Source: an optimization exercise on an open RTL-to-GDS flow (aim: small area, a short achievable clock period and few clock cycles). Production flows keep margins and buffers that such runs may drop.
Where RTL was checked, it was by simulation tests only, not by an equivalence proof against the original.
The clock port is modelled as an ideal driver, which makes a skipped or thinned clock tree look cheaper than it is; a real chip needs a root buffer or a tree.
No activity file was given, so power comes from the tool's default toggle rates.

==> flow/design.v <==
module performance_counter #(
    parameter COUNTER_WIDTH = 16
) (
    input  logic                        clk,
    input  logic                        rst_n,
    input  logic                        block_completed,
    output logic [COUNTER_WIDTH-1:0]    blocks_processed,
    output logic [COUNTER_WIDTH-1:0]    cycles_elapsed
);
    logic [COUNTER_WIDTH-1:0] toggle;    
    always_comb begin
        toggle[0] = 1'b1;
        for (int i = 1; i < COUNTER_WIDTH; i++)
            toggle[i] = toggle[i-1] & blocks_processed[i-1];
    end
    always_ff @(posedge clk) begin
        blocks_processed <= {COUNTER_WIDTH{rst_n}}
                          & (blocks_processed ^ ({COUNTER_WIDTH{block_completed}} & toggle));
    end
    always_ff @(posedge clk) begin
        if (!rst_n)
            cycles_elapsed <= '0;
        else
            cycles_elapsed <= cycles_elapsed + 1'b1;
    end
endmodule
module encrypt_engine #(
    parameter BLOCK_WIDTH = 32
) (
    input  logic [BLOCK_WIDTH-1:0]  data_in,
    output logic [BLOCK_WIDTH-1:0]  data_out
);
    localparam logic [8*32-1:0] KEYS = {
        32'h55555555, 32'hAAAAAAAA, 32'h76543210, 32'hFEDCBA98,
        32'h9ABCDEF0, 32'h12345678, 32'hCAFEBABE, 32'hDEADBEEF
    };
    always_comb begin
        data_out = data_in;
        for (int r = 0; r < 8; r++) begin
            data_out = data_out ^ KEYS[r*32 +: 32];
            data_out = {data_out[BLOCK_WIDTH-2:0], data_out[BLOCK_WIDTH-1]};
        end
    end
endmodule
module crypto_accelerator_top #(
    parameter BLOCK_WIDTH = 32,
    parameter COUNTER_WIDTH = 16
) (
    input  logic                        clk,
    input  logic                        rst_n,
    input  logic [BLOCK_WIDTH-1:0]      data_in,
    input  logic                        data_in_valid,
    output logic                        data_in_ready,
    output logic [BLOCK_WIDTH-1:0]      data_out,
    output logic                        data_out_valid,
    input  logic                        data_out_ready,
    output logic [COUNTER_WIDTH-1:0]    blocks_processed,
    output logic [COUNTER_WIDTH-1:0]    cycles_elapsed
);
    logic [BLOCK_WIDTH-1:0] encrypted;
    logic [BLOCK_WIDTH-1:0] skid_data;
    logic                   skid_valid;    
    logic                   in_ready;      
    logic                   out_empty;     
    logic                   out_load;
    encrypt_engine #(.BLOCK_WIDTH(BLOCK_WIDTH)) u_encrypt_engine (
        .data_in  (data_in),
        .data_out (encrypted)
    );
    assign data_in_ready = in_ready;
    assign out_load = out_empty || data_out_ready;
    always_ff @(posedge clk) begin
        if (!rst_n) begin
            data_out_valid <= 1'b0;
            out_empty      <= 1'b1;
            skid_valid     <= 1'b0;
            in_ready       <= 1'b1;
        end else if (out_load) begin
            data_out_valid <= skid_valid || data_in_valid;
            out_empty      <= !(skid_valid || data_in_valid);
            skid_valid     <= 1'b0;
            in_ready       <= 1'b1;
        end else if (!skid_valid) begin
            skid_valid     <= data_in_valid;
            in_ready       <= !data_in_valid;
        end
    end
    always_ff @(posedge clk) begin
        if (out_load)
            data_out <= skid_valid ? skid_data : encrypted;
    end
    always_ff @(posedge clk) begin
        if (!skid_valid)
            skid_data <= encrypted;
    end
    performance_counter #(.COUNTER_WIDTH(COUNTER_WIDTH)) u_performance_counter (
        .clk              (clk),
        .rst_n            (rst_n),
        .block_completed  (!out_empty && data_out_ready),
        .blocks_processed (blocks_processed),
        .cycles_elapsed   (cycles_elapsed)
    );
endmodule
Settings: LEC_CHECK=0, CAP_MARGIN=20, CORE_MARGIN=2, CORE_UTILIZATION=35, SLEW_MARGIN=20; clock period 6.0 ns.
standard.sh (not shown) runs the stock make flow with config.mk's settings and CLKGATE_MAP_FILE= SYNTH_SCRIPT=/design/flow/synth_recipe.tcl, a recipe that flattens the netlist after the stock synthesis.
==> flow/flow/run.sh <==
#!/bin/bash
# Own layout flow: the standard ORFS flow (standard.sh) with
#  - every input and output port buffered by a plain sky130_fd_sc_hd__buf_1
#    (timing repair sizes it as needed) instead of the delay buffer
#    buffer_ports picks by default;
#  - ORFS's cts step replaced by flow/cts.tcl: a balanced one-level clock
#    tree (the clock port drives 4 clkbuf_16, each driving a cluster of
#    flip-flops), then setup repair aiming at REPAIR_MARGIN ns of slack;
#  - the same setup margin for the repair after global routing.
# Each step's output goes to its own log in the work folder (flow_place.log,
# flow_cts.log, flow_finish.log); ORFS's steps also keep their logs under
# orfs/logs/.
set -euo pipefail
REPAIR_MARGIN=${REPAIR_MARGIN:-4.0}
export BUFFER_PORTS_ARGS="-buffer_cell sky130_fd_sc_hd__buf_1"
bash standard.sh place > flow_place.log 2>&1
RESULTS_DIR=orfs/results/$FLOW_PLATFORM/crypto_accelerator_top/base \
PLATFORM_DIR=$FLOW_HOME/platforms/$FLOW_PLATFORM \
CTS_CLOCK_PORT=clk CTS_NBUF=4 CTS_BUF_CELL=sky130_fd_sc_hd__clkbuf_16 \
CTS_REPAIR_MARGIN=$REPAIR_MARGIN \
  openroad -no_init -exit flow/cts.tcl > flow_cts.log 2>&1
export SETUP_SLACK_MARGIN=$REPAIR_MARGIN
bash standard.sh > flow_finish.log 2>&1
Other scripts of this flow, unchanged in this note and not shown: flow/flow/cts.tcl
Testbench counts at the start, summed over its fixed seeds: cycles 11,071.
Then changed:
--- a/flow/design.v
+++ b/flow/design.v
@@ -4,21 +4,17 @@
     input  logic                        clk,
     input  logic                        rst_n,
     input  logic                        block_completed,
     output logic [COUNTER_WIDTH-1:0]    blocks_processed,
     output logic [COUNTER_WIDTH-1:0]    cycles_elapsed
 );
-    logic [COUNTER_WIDTH-1:0] toggle;    
-    always_comb begin
-        toggle[0] = 1'b1;
-        for (int i = 1; i < COUNTER_WIDTH; i++)
-            toggle[i] = toggle[i-1] & blocks_processed[i-1];
-    end
+    logic [COUNTER_WIDTH-1:0] blocks_next;
+    assign blocks_next = rst_n ? blocks_processed + 1'b1 : '0;
     always_ff @(posedge clk) begin
-        blocks_processed <= {COUNTER_WIDTH{rst_n}}
-                          & (blocks_processed ^ ({COUNTER_WIDTH{block_completed}} & toggle));
+        if (block_completed || !rst_n)
+            blocks_processed <= blocks_next;
     end
     always_ff @(posedge clk) begin
         if (!rst_n)
             cycles_elapsed <= '0;
         else
             cycles_elapsed <= cycles_elapsed + 1'b1;
Effect: The changed run completed without violations; critical path depth shrinks by 4; cell area grows by 3.8%; combinational power grows by 60%; register-to-register slack is about the same; utilization shrinks by 0.97 points; area after synthesis grows by 6.6%; synthesized cell count is unchanged; die area grows by 6.3%; total power grows by 7.4%; worst hold slack gets better by 0.026 ns; global-route usage shrinks by 0.70 points; via count shrinks by 0.46%; first-iteration DRC count shrinks by 36%.
Testbench counts after the change, summed over its fixed seeds: cycles 11,071.
In every run of this note, the design's own scripts or RTL, not TritonCTS, make the clock network.


## run A
Another version of the RTL of crypto_accelerator_top (not shown whole).
Size: about 100 flip-flops, roughly 100 I/O pins.
==> module performance_counter, before the edit <==
module performance_counter #(
    parameter COUNTER_WIDTH = 16
) (
    input  logic                        clk,
    input  logic                        rst_n,
    input  logic                        block_completed,
    output logic [COUNTER_WIDTH-1:0]    blocks_processed,
    output logic [COUNTER_WIDTH-1:0]    cycles_elapsed
);
    always_ff @(posedge clk or negedge rst_n) begin
        if (!rst_n)
            blocks_processed <= '0;
        else if (block_completed)
            blocks_processed <= blocks_processed + 1'b1;
    end
    always_ff @(posedge clk or negedge rst_n) begin
        if (!rst_n)
            cycles_elapsed <= '0;
        else
            cycles_elapsed <= cycles_elapsed + 1'b1;
    end
endmodule
==> flow/config.mk <==
export PLATFORM = sky130hd
export DESIGN_NAME = crypto_accelerator_top
export DESIGN_NICKNAME = crypto_accelerator_top
export VERILOG_FILES = /design/flow/design.v
export SDC_FILE = /design/flow/constraint.sdc
export NUM_CORES = 4
export LEC_CHECK = 0
export CAP_MARGIN = 20
export CORE_MARGIN = 2
export CORE_UTILIZATION = 35
export SETUP_SLACK_MARGIN = 4.2
export SLEW_MARGIN = 20
export TNS_END_PERCENT = 0
==> flow/constraint.sdc <==
create_clock -name core_clock -period 6.0 [get_ports {clk}]
set_input_delay 1.2000 -clock core_clock [delete_from_list [all_inputs] [get_ports {clk}]]
set_output_delay 1.2000 -clock core_clock [all_outputs]
set_load 0.01 [all_outputs]
==> flow/flow/run.sh <==
#!/bin/bash
# Own layout flow: the standard ORFS flow, with every input and output port
# buffered by a plain sky130_fd_sc_hd__buf_1 (which timing repair then sizes as
# needed) instead of the delay buffer buffer_ports picks by default.
# The make output goes to flow_make.log in the work folder; each ORFS step also
# keeps its own log under orfs/logs/.
set -euo pipefail
export BUFFER_PORTS_ARGS="-buffer_cell sky130_fd_sc_hd__buf_1"
bash standard.sh > flow_make.log 2>&1
Input changes introduced in run B (baseline for comparison: run A):
--- a/flow/design.v
+++ b/flow/design.v
@@ -6,15 +6,15 @@
     input  logic                        block_completed,
     output logic [COUNTER_WIDTH-1:0]    blocks_processed,
     output logic [COUNTER_WIDTH-1:0]    cycles_elapsed
 );
-    always_ff @(posedge clk or negedge rst_n) begin
+    always_ff @(posedge clk) begin
         if (!rst_n)
             blocks_processed <= '0;
         else if (block_completed)
             blocks_processed <= blocks_processed + 1'b1;
     end
-    always_ff @(posedge clk or negedge rst_n) begin
+    always_ff @(posedge clk) begin
         if (!rst_n)
             cycles_elapsed <= '0;
         else
             cycles_elapsed <= cycles_elapsed + 1'b1;
## What came out
- Compared with run A, run B improves power.
- The reported leakage power number comes out higher for run A vs run B.
- Timing startpoint of the critical path = u_performance_counter.cycles_elapsed[12]: run A; timing startpoint of the critical path = u_performance_counter.blocks_processed[15]: run B
- Area fraction of clock buffers and clock inverters across run A and run B: no real change.
- Re number of flip-flops and latches: no difference whatsoever between run A and run B.
- Diff run A -> run B: area added between synthesis and finish fell 3.3 points; setup slack +0.014 ns; non-clock buffer count went down.
- Run B -> run A: setup slack of the worst register-to-register path flat
- [compare] base=run A new=run B: power density of the placed cells lower; met2 routed wirelength went down about 4%; die area roughly the same; clock skew was more or less identical; non-filler instance count after layout increased about 4%.
- Side by side, detail-routed net length per standard cell turned out higher in run B than in run A.
Function was not checked in any run of this note: the RTL went through the layout flow alone.


crypto_accelerator_top with an RTL version that a note above also has.
Size in the first run: about 100 flip-flops, ~100 I/O pins, roughly 3500 um2 of cells after synthesis.
==> module performance_counter, before the edit <==
module performance_counter #(
    parameter COUNTER_WIDTH = 16
) (
    input  logic                        clk,
    input  logic                        rst_n,
    input  logic                        block_completed,
    output logic [COUNTER_WIDTH-1:0]    blocks_processed,
    output logic [COUNTER_WIDTH-1:0]    cycles_elapsed
);
    always_ff @(posedge clk) begin
        if (!rst_n)
            blocks_processed <= '0;
        else if (block_completed)
            blocks_processed <= blocks_processed + 1'b1;
    end
    always_ff @(posedge clk) begin
        if (!rst_n)
            cycles_elapsed <= '0;
        else
            cycles_elapsed <= cycles_elapsed + 1'b1;
    end
endmodule
clock: 6.0 ns
lec_check: 0
cap_margin: 20
core_margin: 2
core_utilization: 35
setup_slack_margin: 4
slew_margin: 20
==> flow/flow/run.sh <==
#!/bin/bash
# Own layout flow: the standard ORFS flow (standard.sh) with
#  - every input and output port buffered by a plain sky130_fd_sc_hd__buf_1
#    (timing repair sizes it as needed) instead of the delay buffer
#    buffer_ports picks by default;
set -euo pipefail
export BUFFER_PORTS_ARGS="-buffer_cell sky130_fd_sc_hd__buf_1"
export SETUP_MOVE_SEQUENCE="sizeup,swap"
export SKIP_GATE_CLONING=1
bash standard.sh > flow_make.log 2>&1
The baseline completed with no timing, DRC or antenna violations.
Change:
--- a/flow/design.v
+++ b/flow/design.v
@@ -4,19 +4,19 @@
     input  logic                        clk,
     input  logic                        rst_n,
     input  logic                        block_completed,
     output logic [COUNTER_WIDTH-1:0]    blocks_processed,
     output logic [COUNTER_WIDTH-1:0]    cycles_elapsed
 );
-    always_ff @(posedge clk) begin
+    always_ff @(posedge clk or negedge rst_n) begin
         if (!rst_n)
             blocks_processed <= '0;
         else if (block_completed)
             blocks_processed <= blocks_processed + 1'b1;
     end
-    always_ff @(posedge clk) begin
+    always_ff @(posedge clk or negedge rst_n) begin
         if (!rst_n)
             cycles_elapsed <= '0;
         else
             cycles_elapsed <= cycles_elapsed + 1'b1;
     end
 endmodule
Effect:
- The new run completed with no timing, DRC or antenna violations
- worst setup slack degrades by 41 ps
- count of clock-buffer cells in the layout came out higher by 3
- wire length came out lower by 7.2%
- clock skew is about the same
- power came out higher by 9.9%
- non-clock buffer count does not change
Function was not checked in any run of this note: the RTL went through the layout flow alone.


RTL: one of the versions met above, not the one the previous note started from.
For scale: roughly 240 cells after synthesis, about 0.0035 mm2 of cells after synthesis.
## crypto_accelerator_top
module crypto_accelerator_top #(
    parameter BLOCK_WIDTH = 32,
    parameter COUNTER_WIDTH = 16
) (
    input  logic                        clk,
    input  logic                        rst_n,
    input  logic [BLOCK_WIDTH-1:0]      data_in,
    input  logic                        data_in_valid,
    output logic                        data_in_ready,
    output logic [BLOCK_WIDTH-1:0]      data_out,
    output logic                        data_out_valid,
    input  logic                        data_out_ready,
    output logic [COUNTER_WIDTH-1:0]    blocks_processed,
    output logic [COUNTER_WIDTH-1:0]    cycles_elapsed
);
clock: 6.0 ns
lec_check: 0
cap_margin: 20
core_margin: 2
core_utilization: 35
slew_margin: 20
==> flow/flow/run.sh <==
#!/bin/bash
# Own layout flow: the standard ORFS flow, with every input and output port
# buffered by a plain sky130_fd_sc_hd__buf_1 (which timing repair then sizes as
# needed) instead of the delay buffer buffer_ports picks by default.
# The make output goes to flow_make.log in the work folder; each ORFS step also
# keeps its own log under orfs/logs/.
set -euo pipefail
export BUFFER_PORTS_ARGS="-buffer_cell sky130_fd_sc_hd__buf_1"
bash standard.sh > flow_make.log 2>&1
Edit:
--- a/flow/design.v
+++ b/flow/design.v
@@ -7,13 +7,13 @@
     output logic [COUNTER_WIDTH-1:0]    blocks_processed,
     output logic [COUNTER_WIDTH-1:0]    cycles_elapsed
 );
-    always_ff @(posedge clk or negedge rst_n) begin
+    always_ff @(posedge clk) begin
         if (!rst_n)
             blocks_processed <= '0;
         else if (block_completed)
             blocks_processed <= blocks_processed + 1'b1;
     end
-    always_ff @(posedge clk or negedge rst_n) begin
+    always_ff @(posedge clk) begin
         if (!rst_n)
             cycles_elapsed <= '0;
         else
=> Power is lower by 8.0%. Utilization came out lower by 0.51 points. Non-clock buffer count does not change. Final area decreases by 0.71%. Die area is about the same.
No run of this note included a check of the RTL's function; only the layout flow was run.

[what the ideal ports hide]
The results above use ideal ports. As a check the final layouts listed here were re-extracted and re-timed, cells and wires unchanged. Step 1 assumes that a clkbuf_16 drives the clock port and a buf_2 every other input. Step 2 adds t to the input delays and takes it off the output delays; t is the mean of the earliest and latest rising clock arrival at the registers after step 1. Input paths then give back, and output paths get back, about the clock's delay inside the block. a / b / c = ideal / step 1 / step 2; a / b = the first two.
run	shift t [ns]	slack for setup (ns)	hold slack, ns	clock arrival spread, ns	cell pins on the clock port's net
the first run of note 1	0.232	3.749 / 3.770 / 3.538	0.448 / 0.448 / 0.448	0.017 / 0.017	4
the second run of note 1	0.235	4.041 / 3.964 / 3.869	0.475 / 0.475 / 0.475	0.018 / 0.017	4
run A	0.384	3.888 / 3.855 / 3.639	0.475 / 0.475 / 0.475	0.012 / 0.012	1
run B	0.391	3.902 / 3.870 / 3.526	0.460 / 0.460 / 0.460	0.011 / 0.011	1
the first run of note 3	0.378	3.778 / 3.747 / 3.369	0.455 / 0.455 / 0.455	0.010 / 0.010	1
the second run of note 3	0.375	3.737 / 3.713 / 3.338	0.469 / 0.469 / 0.469	0.015 / 0.016	1
the first run of note 4	0.383	3.790 / 3.760 / 3.423	0.475 / 0.475 / 0.475	0.011 / 0.011	1
the second run of note 4	0.384	3.536 / 3.544 / 3.161	0.474 / 0.474 / 0.474	0.012 / 0.011	1
After both steps setup and hold are still met in every run listed. The setup slack of the first run of note 3, which loses most, moves by -0.031 ns with the drivers and by -0.409 ns with both steps.
